This is an optimization exercise on Yosys and OpenROAD, whose aim is small area, a short achievable clock period and few clock cycles per item, not a production implementation.
Where RTL was checked, it was by simulation tests only, not by an equivalence proof against the original.
Power is estimated from default activity; no workload was simulated.

==> trial 56: inputs <==
## non_restoring_divider
module non_restoring_divider #(
    parameter DATA_WIDTH = 32
) (
    input  logic                    clk_i,
    input  logic                    clk_en_i,
    input  logic                    rst_n_i,
    input  logic [DATA_WIDTH - 1:0] dividend_i,
    input  logic [DATA_WIDTH - 1:0] divisor_i,
    input  logic                    data_valid_i,
    output logic [DATA_WIDTH - 1:0] quotient_o,
    output logic [DATA_WIDTH - 1:0] remainder_o,
    output logic                    divide_by_zero_o,
    output logic                    data_valid_o,
    output logic                    idle_o
);
    logic [31:0] divisor_q, rem_q, quo_q;
    logic [4:0]  cnt_q;
    logic        busy_q, idle_q, valid_q, dbz_q;
    logic [1:0] skip;
    always_comb begin
        if      (|divisor_i[31:24]) skip = 2'd3;
        else if (|divisor_i[23:16]) skip = 2'd2;
        else if (|divisor_i[15:8])  skip = 2'd1;
        else                        skip = 2'd0;
    end
    logic [63:0] init;
    assign init = {32'b0, dividend_i} << {skip, 3'b000};
    logic [32:0] trial;
    logic [32:0] diff;
    logic        borrow;
    assign trial = {rem_q, quo_q[31]};
    assign {borrow, diff} = {1'b0, trial} - {2'b00, divisor_q};
    always_ff @(posedge clk_i) begin
        if (!rst_n_i) begin
            busy_q  <= 1'b0;
            idle_q  <= 1'b1;
            valid_q <= 1'b0;
        end else if (clk_en_i) begin
            valid_q <= busy_q && (cnt_q == 5'd0);
            if (busy_q) begin
                busy_q <= (cnt_q != 5'd0);
                idle_q <= (cnt_q == 5'd0);
            end else begin
                busy_q <= data_valid_i;
                idle_q <= !data_valid_i;
            end
        end
    end
    always_ff @(posedge clk_i) begin
        if (clk_en_i) begin
            if (!busy_q) begin
                divisor_q      <= divisor_i;
                {rem_q, quo_q} <= init;
                cnt_q          <= {~skip, 3'b111};
                dbz_q          <= (divisor_i == 32'b0);
            end else if (busy_q) begin
                rem_q <= borrow ? trial[31:0] : diff[31:0];
                quo_q <= {quo_q[30:0], !borrow};
                cnt_q <= cnt_q - 5'd1;
            end
        end
    end
    assign quotient_o       = quo_q;
    assign remainder_o      = rem_q;
    assign divide_by_zero_o = dbz_q;
  ...
==> module non_restoring_divider, before the edit <==
module non_restoring_divider #(
    parameter DATA_WIDTH = 32
) (
    input  logic                    clk_i,
    input  logic                    clk_en_i,
    input  logic                    rst_n_i,
    input  logic [DATA_WIDTH - 1:0] dividend_i,
    input  logic [DATA_WIDTH - 1:0] divisor_i,
    input  logic                    data_valid_i,
    output logic [DATA_WIDTH - 1:0] quotient_o,
    output logic [DATA_WIDTH - 1:0] remainder_o,
    output logic                    divide_by_zero_o,
    output logic                    data_valid_o,
    output logic                    idle_o
);
    logic [31:0] divisor_q, rem_q, quo_q;
    logic [4:0]  cnt_q;
    logic        busy_q, idle_q, valid_q, dbz_q;
    logic [1:0] skip;
    always_comb begin
        if      (|divisor_i[31:24]) skip = 2'd3;
        else if (|divisor_i[23:16]) skip = 2'd2;
        else if (|divisor_i[15:8])  skip = 2'd1;
        else                        skip = 2'd0;
    end
    logic [63:0] init;
    assign init = {32'b0, dividend_i} << {skip, 3'b000};
    logic [32:0] trial;
    logic [32:0] diff;
    logic        borrow;
    assign trial = {rem_q, quo_q[31]};
    assign {borrow, diff} = {1'b0, trial} - {2'b00, divisor_q};
    always_ff @(posedge clk_i) begin
        if (!rst_n_i) begin
            busy_q  <= 1'b0;
            idle_q  <= 1'b1;
            valid_q <= 1'b0;
        end else if (clk_en_i) begin
            valid_q <= busy_q && (cnt_q == 5'd0);
            if (busy_q) begin
                busy_q <= (cnt_q != 5'd0);
                idle_q <= (cnt_q == 5'd0);
            end else begin
                busy_q <= data_valid_i;
                idle_q <= !data_valid_i;
            end
        end
    end
    always_ff @(posedge clk_i) begin
        if (clk_en_i) begin
            if (!busy_q) begin
                divisor_q      <= divisor_i;
                {rem_q, quo_q} <= init;
                cnt_q          <= {~skip, 3'b111};
                dbz_q          <= (divisor_i == 32'b0);
            end else if (busy_q) begin
                rem_q <= borrow ? trial[31:0] : diff[31:0];
                quo_q <= {quo_q[30:0], !borrow};
                cnt_q <= cnt_q - 5'd1;
            end
        end
    end
    assign quotient_o       = quo_q;
    assign remainder_o      = rem_q;
    assign divide_by_zero_o = dbz_q;
    assign data_valid_o     = valid_q;
    assign idle_o           = idle_q;   
endmodule
==> flow/config.mk <==
export PLATFORM = sky130hd
export DESIGN_NAME = non_restoring_divider
export DESIGN_NICKNAME = non_restoring_divider
export VERILOG_FILES = /design/flow/design.v
export SDC_FILE = /design/flow/constraint.sdc
export NUM_CORES = 4
export LEC_CHECK = 0
export CAP_MARGIN = 20
export CORE_MARGIN = 2
export CORE_UTILIZATION = 40
export CTS_BUF_LIST = sky130_fd_sc_hd__clkbuf_8
export SETUP_SLACK_MARGIN = 2.8
export SLEW_MARGIN = 20
==> flow/constraint.sdc <==
create_clock -name core_clock -period 6.0 [get_ports {clk_i}]
set_input_delay 1.2000 -clock core_clock [delete_from_list [all_inputs] [get_ports {clk_i}]]
set_output_delay 1.2000 -clock core_clock [all_outputs]
set_load 0.01 [all_outputs]
standard.sh (not shown) runs the stock make flow with config.mk's settings and CLKGATE_MAP_FILE= SYNTH_SCRIPT=/design/flow/synth_recipe.tcl, a recipe that flattens the netlist after the stock synthesis.
==> flow/flow/run.sh <==
#!/bin/bash
# Standard ORFS layout (the standard.sh), with small buffers on the
# ports instead of the default delay-cell buffers (repair may still upsize
# them). ORFS writes each step's log under orfs/logs; make's own output goes
# to standard.log here.
set -euo pipefail
export BUFFER_PORTS_ARGS="-buffer_cell sky130_fd_sc_hd__buf_1"

bash standard.sh > standard.log 2>&1
==> trial 54 (differences from trial 56) <==
--- a/flow/design.v
+++ b/flow/design.v
@@ -15,7 +15,7 @@
 );
     logic [31:0] divisor_q, rem_q, quo_q;
     logic [4:0]  cnt_q;
-    logic        busy_q, idle_q, valid_q, dbz_q;
+    logic        busy_q, valid_q, dbz_q;
     logic [1:0] skip;
     always_comb begin
         if      (|divisor_i[31:24]) skip = 2'd3;
@@ -30,20 +30,18 @@
     logic        borrow;
     assign trial = {rem_q, quo_q[31]};
     assign {borrow, diff} = {1'b0, trial} - {2'b00, divisor_q};
+    logic start;
+    assign start = !busy_q && data_valid_i;
     always_ff @(posedge clk_i) begin
         if (!rst_n_i) begin
             busy_q  <= 1'b0;
-            idle_q  <= 1'b1;
             valid_q <= 1'b0;
         end else if (clk_en_i) begin
             valid_q <= busy_q && (cnt_q == 5'd0);
-            if (busy_q) begin
+            if (busy_q)
                 busy_q <= (cnt_q != 5'd0);
-                idle_q <= (cnt_q == 5'd0);
-            end else begin
+            else
                 busy_q <= data_valid_i;
-                idle_q <= !data_valid_i;
-            end
         end
     end
     always_ff @(posedge clk_i) begin
@@ -64,5 +62,5 @@
     assign remainder_o      = rem_q;
     assign divide_by_zero_o = dbz_q;
     assign data_valid_o     = valid_q;
-    assign idle_o           = idle_q;   
+    assign idle_o           = !busy_q;
 endmodule
==> flow/flow/run.sh (replaced) <==
#!/bin/bash
# Standard ORFS layout, but with small buffers on the ports instead of the
# default delay-cell buffers (repair may still upsize them).
set -euo pipefail
export BUFFER_PORTS_ARGS="-buffer_cell sky130_fd_sc_hd__buf_1"
bash standard.sh > standard.log 2>&1
--- a/flow/config.mk
+++ b/flow/config.mk
@@ -7,7 +7,6 @@
 export LEC_CHECK = 0
 export CAP_MARGIN = 20
 export CORE_MARGIN = 2
-export CORE_UTILIZATION = 40
-export CTS_BUF_LIST = sky130_fd_sc_hd__clkbuf_8
-export SETUP_SLACK_MARGIN = 2.8
+export CORE_UTILIZATION = 60
+export SETUP_SLACK_MARGIN = 2.5
 export SLEW_MARGIN = 20
==> build 98 (differences from trial 56) <==
--- a/flow/design.v
+++ b/flow/design.v
@@ -15,7 +15,7 @@
 );
     logic [31:0] divisor_q, rem_q, quo_q;
     logic [4:0]  cnt_q;
-    logic        busy_q, idle_q, valid_q, dbz_q;
+    logic        busy_q, valid_q, dbz_q;
     logic [1:0] skip;
     always_comb begin
         if      (|divisor_i[31:24]) skip = 2'd3;
@@ -29,21 +29,40 @@
     logic [32:0] diff;
     logic        borrow;
     assign trial = {rem_q, quo_q[31]};
-    assign {borrow, diff} = {1'b0, trial} - {2'b00, divisor_q};
+    logic [33:0] g, p, gp, pp;
+    always_comb begin
+        g[0] = 1'b1;
+        p[0] = 1'b0;
+        for (int i = 0; i < 33; i++) begin
+            g[i+1] = trial[i] & ~((i < 32) ? divisor_q[i % 32] : 1'b0);
+            p[i+1] = ~(trial[i] ^ ((i < 32) ? divisor_q[i % 32] : 1'b0));
+        end
+        gp = g;
+        pp = p;
+        for (int l = 0; l < 6; l++) begin
+            for (int i = 0; i < 34; i++) begin
+                if ((i >> l) & 1) begin
+                    gp[i] = gp[i] | (pp[i] & gp[((i >> l) << l) - 1]);
+                    pp[i] = pp[i] & pp[((i >> l) << l) - 1];
+                end
+            end
+        end
+        for (int i = 0; i < 33; i++)
+            diff[i] = p[i+1] ^ gp[i];
+        borrow = ~gp[33];
+    end
+    logic start;
+    assign start = !busy_q && data_valid_i;
     always_ff @(posedge clk_i) begin
         if (!rst_n_i) begin
             busy_q  <= 1'b0;
-            idle_q  <= 1'b1;
             valid_q <= 1'b0;
         end else if (clk_en_i) begin
             valid_q <= busy_q && (cnt_q == 5'd0);
-            if (busy_q) begin
+            if (busy_q)
                 busy_q <= (cnt_q != 5'd0);
-                idle_q <= (cnt_q == 5'd0);
-            end else begin
+            else
                 busy_q <= data_valid_i;
-                idle_q <= !data_valid_i;
-            end
         end
     end
     always_ff @(posedge clk_i) begin
@@ -64,5 +83,5 @@
     assign remainder_o      = rem_q;
     assign divide_by_zero_o = dbz_q;
     assign data_valid_o     = valid_q;
-    assign idle_o           = idle_q;   
+    assign idle_o           = !busy_q;
 endmodule
==> flow/flow/run.sh (replaced) <==
#!/bin/bash
# Standard ORFS layout, but with small buffers on the ports instead of the
# default delay-cell buffers (repair may still upsize them).
set -euo pipefail
export BUFFER_PORTS_ARGS="-buffer_cell sky130_fd_sc_hd__buf_1"
bash standard.sh > standard.log 2>&1
--- a/flow/config.mk
+++ b/flow/config.mk
@@ -8,6 +8,5 @@
 export CAP_MARGIN = 20
 export CORE_MARGIN = 2
 export CORE_UTILIZATION = 40
-export CTS_BUF_LIST = sky130_fd_sc_hd__clkbuf_8
-export SETUP_SLACK_MARGIN = 2.8
+export SETUP_SLACK_MARGIN = 2.5
 export SLEW_MARGIN = 20
==> trial 67 (differences from trial 56) <==
--- a/flow/design.v
+++ b/flow/design.v
@@ -15,7 +15,7 @@
 );
     logic [31:0] divisor_q, rem_q, quo_q;
     logic [4:0]  cnt_q;
-    logic        busy_q, idle_q, valid_q, dbz_q;
+    logic        busy_q, valid_q, dbz_q;
     logic [1:0] skip;
     always_comb begin
         if      (|divisor_i[31:24]) skip = 2'd3;
@@ -30,25 +30,23 @@
     logic        borrow;
     assign trial = {rem_q, quo_q[31]};
     assign {borrow, diff} = {1'b0, trial} - {2'b00, divisor_q};
+    logic start;
+    assign start = !busy_q && data_valid_i;
     always_ff @(posedge clk_i) begin
         if (!rst_n_i) begin
             busy_q  <= 1'b0;
-            idle_q  <= 1'b1;
             valid_q <= 1'b0;
         end else if (clk_en_i) begin
             valid_q <= busy_q && (cnt_q == 5'd0);
-            if (busy_q) begin
+            if (busy_q)
                 busy_q <= (cnt_q != 5'd0);
-                idle_q <= (cnt_q == 5'd0);
-            end else begin
+            else
                 busy_q <= data_valid_i;
-                idle_q <= !data_valid_i;
-            end
         end
     end
     always_ff @(posedge clk_i) begin
         if (clk_en_i) begin
-            if (!busy_q) begin
+            if (start) begin
                 divisor_q      <= divisor_i;
                 {rem_q, quo_q} <= init;
                 cnt_q          <= {~skip, 3'b111};
@@ -64,5 +62,5 @@
     assign remainder_o      = rem_q;
     assign divide_by_zero_o = dbz_q;
     assign data_valid_o     = valid_q;
-    assign idle_o           = idle_q;   
+    assign idle_o           = !busy_q;
 endmodule
==> flow/run.sh (new file) <==
#!/bin/bash
# synth_recipe.tcl (not shown) runs the flow's synth.tcl, then flattens the netlist and writes it again
# the make line also repeats each setting of config.mk as NAME=value (left out here)
make -C /OpenROAD-flow-scripts/flow DESIGN_CONFIG=/design/flow/config.mk WORK_HOME=/design/flow/orfs CLKGATE_MAP_FILE= SYNTH_SCRIPT=/design/flow/synth_recipe.tcl finish
--- a/flow/config.mk
+++ b/flow/config.mk
@@ -8,6 +8,5 @@
 export CAP_MARGIN = 20
 export CORE_MARGIN = 2
 export CORE_UTILIZATION = 40
-export CTS_BUF_LIST = sky130_fd_sc_hd__clkbuf_8
-export SETUP_SLACK_MARGIN = 2.8
+export SETUP_SLACK_MARGIN = 3.5
 export SLEW_MARGIN = 20
removed: flow/flow/run.sh
removed: flow/standard.sh
==> qor_table.md <==
| Group | Item | This run |
|---|---|---|
| final layout | Number of nets at the end of the flow | 875 |
| global routing | Via count of the first global-routing pass | 5,300 |
| pwr | Total leakage power | 2.75 nW |
| final layout | Final standard cell count with taps included and fillers excluded | 913 |
| pwr | Clock network power consumption | 0.450 mW |
| pwr | Combinational group power | 0.468 mW |
| synthesis | Biggest area contributors in the synthesized netlist | edfxtp_1 (48%), ha_1 (6.6%), nand2_1 (5.3%), o21ai_0 (4.7%), a21oi_1 (3.5%) |
| sta | Final clock period utilization by the worst path | 55.8% |
| synthesis | Multiplexer fraction of the synthesized cell area | 4.90% |
| outcome | Outcome | finished clean |
| detailed routing | Wire length on met2 | 8370 um |
| global routing | Grt met1 use | 43.3% |
# the run above: trial 54

==> qor_table.md <==
| Group | Item | This run |
|---|---|---|
| outcome | Outcome | finished clean |
| sta | Min Clock Period, post-route | 3160 ps |
| setup path | Total number of cells along the worst setup path | 11 |
| final layout | Number of nets at the end of the flow | 890 |
| final layout | Final standard cell count with taps included and fillers excluded | 1,008 |
| global routing | Grt met1 use | 29.4% |
| sta | Final clock period utilization by the worst path | 52.7% |
| global routing | Met2 routing resource usage after global routing | 36.7% |
| synthesis | Multiplexer fraction of the synthesized cell area | 7.60% |
| sta | Unrepaired setup endpoints after global routing | true |
| synthesis | Biggest area contributors in the synthesized netlist | edfxtp_1 (47%), ha_1 (6.5%), mux2i_1 (5.7%), nand2_1 (4.3%), o21ai_1 (3.4%) |
| pwr | Total leakage power | 2.87 nW |
| detailed routing | Wire length on met2 | 9680 um |
| global routing | Global-route wire length before repair | 30,100 um |
| global routing | Via count of the first global-routing pass | 5,546 |
# the run above: trial 56

==> qor_table.md <==
| Group | Item | This run |
|---|---|---|
| detailed routing | DRT iter0 DRCs | 612 |
| final layout | Final standard cell count with taps included and fillers excluded | 1,097 |
| pwr | Clock network power consumption | 0.585 mW |
| synthesis | Multiplexer fraction of the synthesized cell area | 3.23% |
| outcome | Outcome | finished clean |
| detailed routing | Wire length on met2 | 11,000 um |
| sta | Final clock period utilization by the worst path | 50.3% |
| pwr | Total leakage power | 4.06 nW |
| global routing | Via count of the first global-routing pass | 6,128 |
| synthesis | Biggest area contributors in the synthesized netlist | edfxtp_1 (47%), ha_1 (6.5%), nand2_1 (5.5%), a21oi_1 (5.4%), mux2i_1 (3.2%) |
| global routing | Grt met1 use | 37.8% |
| setup path | Critical Path Start Type | flop |
| final layout | Number of nets at the end of the flow | 979 |
# the run above: trial 67

==> qor_table.md <==
| Group | Item | This run |
|---|---|---|
| setup path | Total number of cells along the worst setup path | 11 |
| pwr | Combinational group power | 0.433 mW |
| final layout | Most common library cell in the layout ignoring fill and taps | buf_1 |
| synthesis | Biggest area contributors in the synthesized netlist | edfxtp_1 (48%), ha_1 (6.6%), mux2i_1 (4.5%), nand2_1 (4.3%), o21ai_0 (3.3%) |
| detailed routing | # DRC | 0 |
| global routing | Grt met1 use | 28.3% |
| pwr | Clock network power consumption | 0.600 mW |
| pwr | Power density over cell area | 255 nW/um^2 |
| final layout | Number of nets at the end of the flow | 873 |
| pwr | Total leakage power | 2.89 nW |
| outcome | Outcome | finished clean |
| synthesis | Multiplexer fraction of the synthesized cell area | 4.53% |
| global routing | Via count of the first global-routing pass | 5,181 |
# the run above: build 98

Testbench counts of trial 54, summed over its fixed seeds: cycles 167,768, divisions 8,000.
Only the layout flow was run in trial 56, build 98 and trial 67; the RTL was not checked for function there.

-- static timing again, ports no longer ideal --
The flow's constraints put no driver on any port. The routed layouts listed below were extracted and timed again, unchanged, in two steps.
Step 1 assumes that a clkbuf_16 drives the clock port and a buf_2 every other input.
Step 2, shift: input delay + t, output delay - t, t = (earliest + latest rising clock arrival at the registers) / 2. This alone moves slack from input paths to output paths.
a / b / c = no drivers / after step 1 / after step 2; a / b = the first two.
run	t, ns	setup WS [ns]	worst register clock-pin slew, ns
trial 56	0.430	2.838 / 2.838 / 2.471	0.11 / 0.11
trial 54	0.425	2.651 / 2.664 / 2.240	0.10 / 0.10
build 98	0.389	2.595 / 2.595 / 2.258	0.08 / 0.08
trial 67	0.404	2.980 / 2.980 / 2.850	0.08 / 0.08
After both steps setup and hold are still met in every run listed. For trial 54, which loses most, drivers alone change the setup slack by +0.013 ns; drivers and shift together by -0.411 ns.
